Source: an optimization exercise on an open RTL-to-GDS flow (aim: small area). Production flows keep margins and buffers that such runs may drop. RTL that was checked went through simulation tests only; none was proved equivalent to the original. No activity file was given, so power comes from the tool's default toggle rates.

## main
==> flow/design.v <==
`timescale 1ns / 1ps
module UART(
input clk,
input rst,
input start,
input [7:0] txin,
output reg tx,
input rx,
output [7:0] rxout,
output rxdone, txdone
    );
parameter clock_rate= 100000;
parameter baudrate= 9600;
parameter wait_count=clock_rate/baudrate;
reg [3:0] c;
reg [3:0] j;
reg [7:0] txd;
wire tidle   = (j == 4'd10) && (c == 4'd3);
wire bitDone = (c == 4'd0) && (j != 4'd0);
reg dsel;
always @* begin
    case (j)
    4'd0: dsel = 1'b0;
    4'd1: dsel = txd[0];
    4'd2: dsel = txd[1];
    4'd3: dsel = txd[2];
    4'd4: dsel = txd[3];
    4'd5: dsel = txd[4];
    4'd6: dsel = txd[5];
    4'd7: dsel = txd[6];
    4'd8: dsel = txd[7];
    default: dsel = 1'b1;
    endcase
end
always @(posedge clk) begin
    if (rst) begin
        c <= 4'd3;
        j <= 4'd10;
        tx <= 1'b1;
    end else begin
        if (tidle) begin
            if (start) begin
                c <= 4'd0;
                j <= 4'd0;
            end
        end else if (c == wait_count) begin
            c <= 4'd0;
            j <= j + 4'd1;
        end else
            c <= c + 4'd1;
        if (!bitDone)
            tx <= dsel;
    end
    if (tidle)
        txd <= txin;
end
assign txdone = (j == 4'd10) && (c == 4'd0);
reg [2:0] p;
reg [3:0] r;
reg [9:1] rxdata;
wire ridle = (p == 3'd7);
always @(posedge clk) begin
    if (rst) begin
        p <= 3'd7;
        r <= 4'd0;
        rxdata <= 9'd0;
    end else begin
        if (ridle) begin
            rxdata <= 9'd0;
            r <= 4'd0;
            if (!rx) p <= 3'd0;
        end else if (p == 3'd6) begin
            if (r == 4'd10) begin
                p <= 3'd7;
                r <= 4'd0;
            end else if (bitDone) begin
                p <= 3'd0;
                r <= r + 4'd1;
            end
        end else begin
            p <= p + 3'd1;
            if (p == 3'd5)
                rxdata <= {rx, rxdata[9:2]};
        end
    end
end
assign rxout = rxdata[8:1];
assign rxdone = (r == 4'd9) && bitDone;
endmodule
clock: 10.0 ns
lec_check: 0
cap_margin: 20
core_margin: 2
core_utilization: 40
slew_margin: 20
run.sh (not shown) runs the stock make flow with config.mk's settings and CLKGATE_MAP_FILE= SYNTH_SCRIPT=/design/flow/synth_recipe.tcl, a recipe that flattens the netlist after the stock synthesis.
#### Input delta (the feature branch over main)
==> flow/design.v <==
`timescale 1ns / 1ps
module UART(
input clk,
input rst,
input start,
input [7:0] txin,
output tx,
input rx,
output [7:0] rxout,
output rxdone, txdone
    );
parameter clock_rate= 100000;
parameter baudrate= 9600;
parameter wait_count=clock_rate/baudrate;
reg [3:0] c;
reg [3:0] j;
reg [7:0] txd;
wire jten    = j[3] & j[1];                  
wire tidle   = jten & c[0];                  
wire tfirst  = jten & c[1];                  
wire bitDone = c[3] & ~c[1] & c[0];          
wire wrap    = c[3] & ~c[2] & c[1] & ~c[0];  
reg dsel;
always @* begin
    case (j)
    4'd0: dsel = 1'b0;
    4'd1: dsel = txd[0];
    4'd2: dsel = txd[1];
    4'd3: dsel = txd[2];
    4'd4: dsel = txd[3];
    4'd5: dsel = txd[4];
    4'd6: dsel = txd[5];
    4'd7: dsel = txd[6];
    4'd8: dsel = txd[7];
    default: dsel = 1'b1;
    endcase
end
assign tx = dsel;
always @(posedge clk) begin
    if (rst) begin
        c <= 4'd1;
        j <= 4'd10;
    end else begin
        if (tidle) begin
            if (start)
                c <= 4'd14;
        end else if (wrap) begin
            c <= 4'd0;
            j <= j + 4'd1;
        end else begin
            c <= c + 4'd1;
            if (tfirst)
                j <= 4'd0;
        end
    end
    if (tidle)
        txd <= txin;
end
assign txdone = bitDone & j[3] & j[0];       
reg [2:0] p;
reg [3:0] r;
reg [9:1] rxdata;
wire ridle = (p == 3'd7);
always @(posedge clk) begin
    if (rst) begin
        p <= 3'd7;
        r <= 4'd0;
        rxdata <= 9'd0;
    end else begin
        if (ridle) begin
            rxdata <= 9'd0;
            r <= 4'd0;
            if (!rx) p <= 3'd0;
        end else if (p == 3'd6) begin
            if (r[3] & r[1]) begin           
                p <= 3'd7;
                r <= 4'd0;
            end else if (bitDone) begin
                p <= 3'd0;
                r <= r + 4'd1;
            end
        end else begin
            p <= p + 3'd1;
            if (p == 3'd5)
                rxdata <= {rx, rxdata[9:2]};
        end
    end
end
assign rxout = rxdata[8:1];
assign rxdone = bitDone & r[3] & r[0];       
endmodule
### Flow results
The feature branch ended with every stage complete and zero timing, DRC or antenna violations. Comparing wire length of the first global-routing pass for main and the feature branch, the smaller number came from the feature branch. Comparing post-route worst hold slack for main and the feature branch, the smaller number came from main. Diff main -> the feature branch | power | decrease of about 26%. In the feature branch relative to main, post-synthesis sequential element count had gone down by a few percent. main vs the feature branch, critical path capture point: rxdone vs tx. Looking at post-synthesis to final-layout area growth across main and the feature branch, the one that comes out higher is the feature branch. Sequential cell power was higher in the run labelled main. Register-to-register slack (lower): main. Between main and the feature branch, switching fraction of total power is higher for main, the feature branch comes in under that. Taking main as the reference point, the number of ordinary inverters in the final layout of the feature branch falls by 1. Critical path depth across main and the feature branch: no real change.
Only the layout flow was run in main; the RTL was not checked for function there.

what the ideal ports hide:
The results above use ideal ports. As a check the final layouts listed here were re-extracted and re-timed, cells and wires unchanged. Step 1, drivers: a clkbuf_16 drives clk and a buf_2 each remaining input, both assumed. Step 2 adds t to the input delays and takes it off the output delays; t is the mean of the earliest and latest rising clock arrival at the registers after step 1. Input paths then give back, and output paths get back, about the clock's delay inside the block. Slacks: no drivers / after step 1 / after step 2; pairs: no drivers / after step 1.
| run | shift t [ns] | slack for setup (ns) | hold slack, ns | worst data-port slew with drivers (ns) |
|---|---|---|---|---|
| main | 0.309 | 5.757 / 5.731 / 6.040 | 0.495 / 0.495 / 0.495 | 0.03 |
| the feature branch | 0.301 | 5.854 / 5.828 / 6.129 | 0.509 / 0.509 / 0.509 | 0.03 |
After both steps setup and hold are still met in every run listed.
